From an optimization exercise on the open Yosys and OpenROAD flow, aimed at small area; shortcuts taken in it are not production practice. The RTL was checked by simulation tests, not by an equivalence proof against the original design. No activity file was given, so power comes from the tool's default toggle rates. No driver is modelled on the clock port, so clocking that relies on it looks cheaper here than on a real chip.

## run A
==> flow/design.v <==
module reg_file (
rst_n,
clk,
debug_in,
debug_out,
ram_addr,
ram_we,
ram_datain,
ram_enable,
ram_dataout
);
input rst_n;
input clk;
input   [255:0]   debug_in;
output  [255:0]   debug_out;
input [15:0]    ram_addr;
input           ram_we;
input [31:0]     ram_datain;
input           ram_enable;
output  [31:0]   ram_dataout;
reg [255:0] debug_out;
reg [31:0] ram_dataout;
reg   [255:0]   debug_in_reg1;
reg   [255:0]   debug_in_reg2;
reg clr1;
reg clr2;
wire hi_zero = ~|ram_addr[15:4];
wire [31:0] wdata0 = ram_datain & {32{rst_n}};
wire [31:0] wdata7 = {ram_datain[31:3] & {29{rst_n}}, ram_datain[2:0] | {3{~rst_n}}};
wire wr_any = ram_we & ram_enable & hi_zero & ram_addr[3];
genvar gi;
generate
  for (gi = 0; gi < 8; gi = gi + 1) begin : g_word
    wire wr_en = ~rst_n | (wr_any & (ram_addr[2:0] == gi));
    always @ (posedge clk)
      if (wr_en)
        debug_out[32*gi +: 32] <= (gi == 7) ? wdata7 : wdata0;
  end
endgenerate
always @ (posedge clk)
begin
  clr1 <= ~rst_n;
  clr2 <= ~rst_n | clr1;
  debug_in_reg1 <= debug_in;
  debug_in_reg2 <= debug_in_reg1;
end
wire rd_ok = rst_n & hi_zero;
wire [15:0] rsel;
generate
  for (gi = 0; gi < 16; gi = gi + 1) begin : g_rsel
    if (gi < 8) begin : g_lo
      assign rsel[gi] = rd_ok & ~clr2 & (ram_addr[3:0] == gi);
    end else begin : g_hi
      assign rsel[gi] = rd_ok & (ram_addr[3:0] == gi);
    end
  end
endgenerate
reg [31:0] rdata;
integer k;
always @ (*)
begin
  rdata = 32'h0;
  for (k = 0; k < 8; k = k + 1)
    rdata = rdata | ({32{rsel[k]}} & debug_in_reg2[32*k +: 32])
                  | ({32{rsel[k+8]}} & debug_out[32*k +: 32]);
end
wire rd_en = ram_enable | ~rst_n;
always @ (posedge clk)
  if (rd_en)
    ram_dataout <= rdata;
endmodule
==> flow/config.mk <==
export PLATFORM = sky130hd
export DESIGN_NAME = reg_file
export DESIGN_NICKNAME = reg_file
export VERILOG_FILES = /design/flow/design.v
export SDC_FILE = /design/flow/constraint.sdc
export NUM_CORES = 4
export LEC_CHECK = 0
export CAP_MARGIN = 20
export CORE_MARGIN = 2
export CORE_UTILIZATION = 70
export SLEW_MARGIN = 20
==> flow/constraint.sdc <==
create_clock -name core_clock -period 5.0 [get_ports {clk}]
set_input_delay 1.0000 -clock core_clock [delete_from_list [all_inputs] [get_ports {clk}]]
set_output_delay 1.0000 -clock core_clock [all_outputs]
set_load 0.01 [all_outputs]
standard.sh (not shown) runs the stock make flow with config.mk's settings and CLKGATE_MAP_FILE= SYNTH_SCRIPT=/design/flow/synth_recipe.tcl, a recipe that flattens the netlist after the stock synthesis.
==> flow/flow/run.sh <==
#!/bin/bash
# The standard layout (standard.sh) with these changes:
#  - synthesis: the standard script, but abc uses an area-oriented ABC script
#    (flow/abc_area.script); registers are mapped exactly as in the standard run
#  - port buffers use the smallest buffer cell (buf_1)
#  - CTS clusters up to 30 sinks per leaf buffer and inserts no dummy loads
set -euo pipefail
here=$(pwd)
export MY_ABC_SCRIPT=$here/flow/abc_area.script
bash standard.sh \
  "SYNTH_SCRIPT=$here/flow/synth.tcl" \
  "BUFFER_PORTS_ARGS=-buffer_cell sky130_fd_sc_hd__buf_1" \
  "CTS_ARGS=-sink_clustering_enable -repair_clock_nets -dont_use_dummy_load -sink_clustering_size 30 -sink_clustering_max_diameter 200" \
  finish > flow_make.log 2>&1
==> flow/flow/abc_area.script <==
strash
&get -n
&st
&dch -f
&nf -p -R 1000
&put
==> flow/flow/synth.tcl <==
# synth_recipe.tcl (the standard synthesis) with one change: abc maps the
# logic with the ABC script in $::env(MY_ABC_SCRIPT). Registers are mapped
# by dfflibmap before abc, exactly as in the standard synthesis.
proc synth {args} { yosys synth -nofsm -noshare {*}$args }
proc abc {args} {
  set i [lsearch -exact $args -script]
  if { $i >= 0 } {
    set args [lreplace $args [expr {$i+1}] [expr {$i+1}] $::env(MY_ABC_SCRIPT)]
  }
  yosys abc {*}$args
}
source $::env(SCRIPTS_DIR)/synth.tcl
# left out here: clear keep_hierarchy, flatten, clean up, hide names made inside functions, write 1_2_yosys.v
Per the final summary, run A finished and its layout is clean on timing, DRC and antenna.
[inputs] run B vs run A
# run A
export LEC_CHECK = 0
export CAP_MARGIN = 20
export CORE_MARGIN = 2
export CORE_UTILIZATION = 70
export SLEW_MARGIN = 20
create_clock -name core_clock -period 5.0 [get_ports {clk}]
# run B
export LEC_CHECK = 0
export CAP_MARGIN = 20
export CORE_MARGIN = 2
export CORE_UTILIZATION = 80
export SLEW_MARGIN = 20
create_clock -name core_clock -period 5.0 [get_ports {clk}]
- Run B and run A ended up with roughly the same total cell area at the placement stage.
- Going from run A to run B, die height shrinks by 6.3%.
- Run B | ERROR | global routing
- In the flow results for run A and run B, the number of core rows is smaller on run B.
- Summary of run B over run A: total placed cells including tap cells saw a decrease; horizontal die dimension now sits lower.
Relative to run B, the following input files were edited for run C:
# run B
export LEC_CHECK = 0
export CAP_MARGIN = 20
export CORE_MARGIN = 2
export CORE_UTILIZATION = 80
export SLEW_MARGIN = 20
create_clock -name core_clock -period 5.0 [get_ports {clk}]
# run C
export LEC_CHECK = 0
export CAP_MARGIN = 20
export CORE_MARGIN = 2
export CORE_UTILIZATION = 60
export SLEW_MARGIN = 20
create_clock -name core_clock -period 5.0 [get_ports {clk}]
==> flow/flow/abc_area.script <==
strash
&get -n
&st
&nf -p -R 1000
&put
==> comparison <==
Of run C and run B, only run B fails to reach the end of the flow. NOTE HPWL after detailed placement run B->run C decreased by more than 10%. X dimension of the die (run C / run B): 1.15. Portion of the post-synthesis area used by sequential elements came out lower on run C than on run B. In run C, the post-synthesis compound-gate area fraction came out 0.18 points above the value in run B. Run C and run B ended up with nearly the same number of buffers added by the clock tree synthesis step. Run C and run B ended up with roughly the same synthesized cell count. Run C vs run B: number of rows created at floorplan up by more than 10%. Area after synthesis of run C exceeds that of run B slightly. Looking at placer congestion estimate, run C sits below run B.
The following lists how run D was set up differently from run C:
# run C
export LEC_CHECK = 0
export CAP_MARGIN = 20
export CORE_MARGIN = 2
export CORE_UTILIZATION = 60
export SLEW_MARGIN = 20
create_clock -name core_clock -period 5.0 [get_ports {clk}]
# run D
export LEC_CHECK = 0
export CAP_MARGIN = 20
export CORE_MARGIN = 2
export CORE_UTILIZATION = 40
export SLEW_MARGIN = 20
create_clock -name core_clock -period 5.0 [get_ports {clk}]
==> flow/flow/run.sh <==
#!/bin/bash
set -euo pipefail
bash standard.sh \
  "BUFFER_PORTS_ARGS=-buffer_cell sky130_fd_sc_hd__buf_1" \
  "CTS_ARGS=-sink_clustering_enable -repair_clock_nets -dont_use_dummy_load" \
  finish > flow_make.log 2>&1
removed: flow/flow/abc_area.script
removed: flow/flow/synth.tcl
Results
- What run C reported for area of all placed cells without fillers has to be multiplied by 1.10 to get the figure for run D.
- The run showing the greater cell area after technology mapping is run D.
- The final layout from run D, which completed every stage, passed the timing, design-rule and antenna checks at the end of the flow.
- Run D: critical path depth 7 below run C
Setup changes, run D to run E
==> flow/run.sh (new file) <==
#!/bin/bash
# synth_recipe.tcl (not shown) runs the flow's synth.tcl, then flattens the netlist and writes it again
# the make line also repeats each setting of config.mk as NAME=value (left out here)
make -C /OpenROAD-flow-scripts/flow DESIGN_CONFIG=/design/flow/config.mk WORK_HOME=/design/flow/orfs CLKGATE_MAP_FILE= SYNTH_SCRIPT=/design/flow/synth_recipe.tcl finish
removed: flow/flow/run.sh
removed: flow/standard.sh
## What came out
Final core utilization: run E > run D
In the metrics for run E and run D, the one carrying the lower smallest setup slack after layout is run D.
Share of total power in combinational logic up 1.9 points in run E wrt run D
In the metrics for run E and run D, the one carrying the higher sequential power share is run D.
Per the comparison of run E with run D, power in the clock group now larger, number of multi-input combinational cells in the layout essentially unchanged, slew of the pin with the lowest slew margin fell 0.086 ns.
Relative to run D, count of plain and timing-repair buffers in the layout has decreased by 0.65% in run E.
Diff run D -> run E | combinational-cell power consumption | up by more than a quarter

[port drivers added, routing unchanged]
Ports are ideal in the flow. The routed layouts listed here were re-timed in OpenROAD.
Step 1: set_driving_cell puts a clkbuf_16 on clk and a buf_2 on each other input, an assumption about the parent block.
Step 2, shift: input delay + t, output delay - t, t = (earliest + latest rising clock arrival at the registers) / 2. This alone moves slack from input paths to output paths.
Three values: ideal, step 1, step 2; two values: the first two.
| run | t (ns) | setup WS [ns] | hold slack, ns |
|---|---|---|---|
| run A | 0.645 | 1.284 / 1.302 / 0.657 | 0.325 / 0.325 / 0.325 |
| run C | 0.647 | 1.006 / 1.022 / 0.375 | 0.307 / 0.307 / 0.307 |
| run D | 0.645 | 1.645 / 1.683 / 1.038 | 0.292 / 0.292 / 0.292 |
| run E | 0.676 | 1.900 / 1.937 / 1.260 | 0.315 / 0.315 / 0.315 |
After both steps every run listed still meets setup and hold. For run E, which loses most, drivers alone change the setup slack by +0.037 ns; drivers and shift together by -0.640 ns.
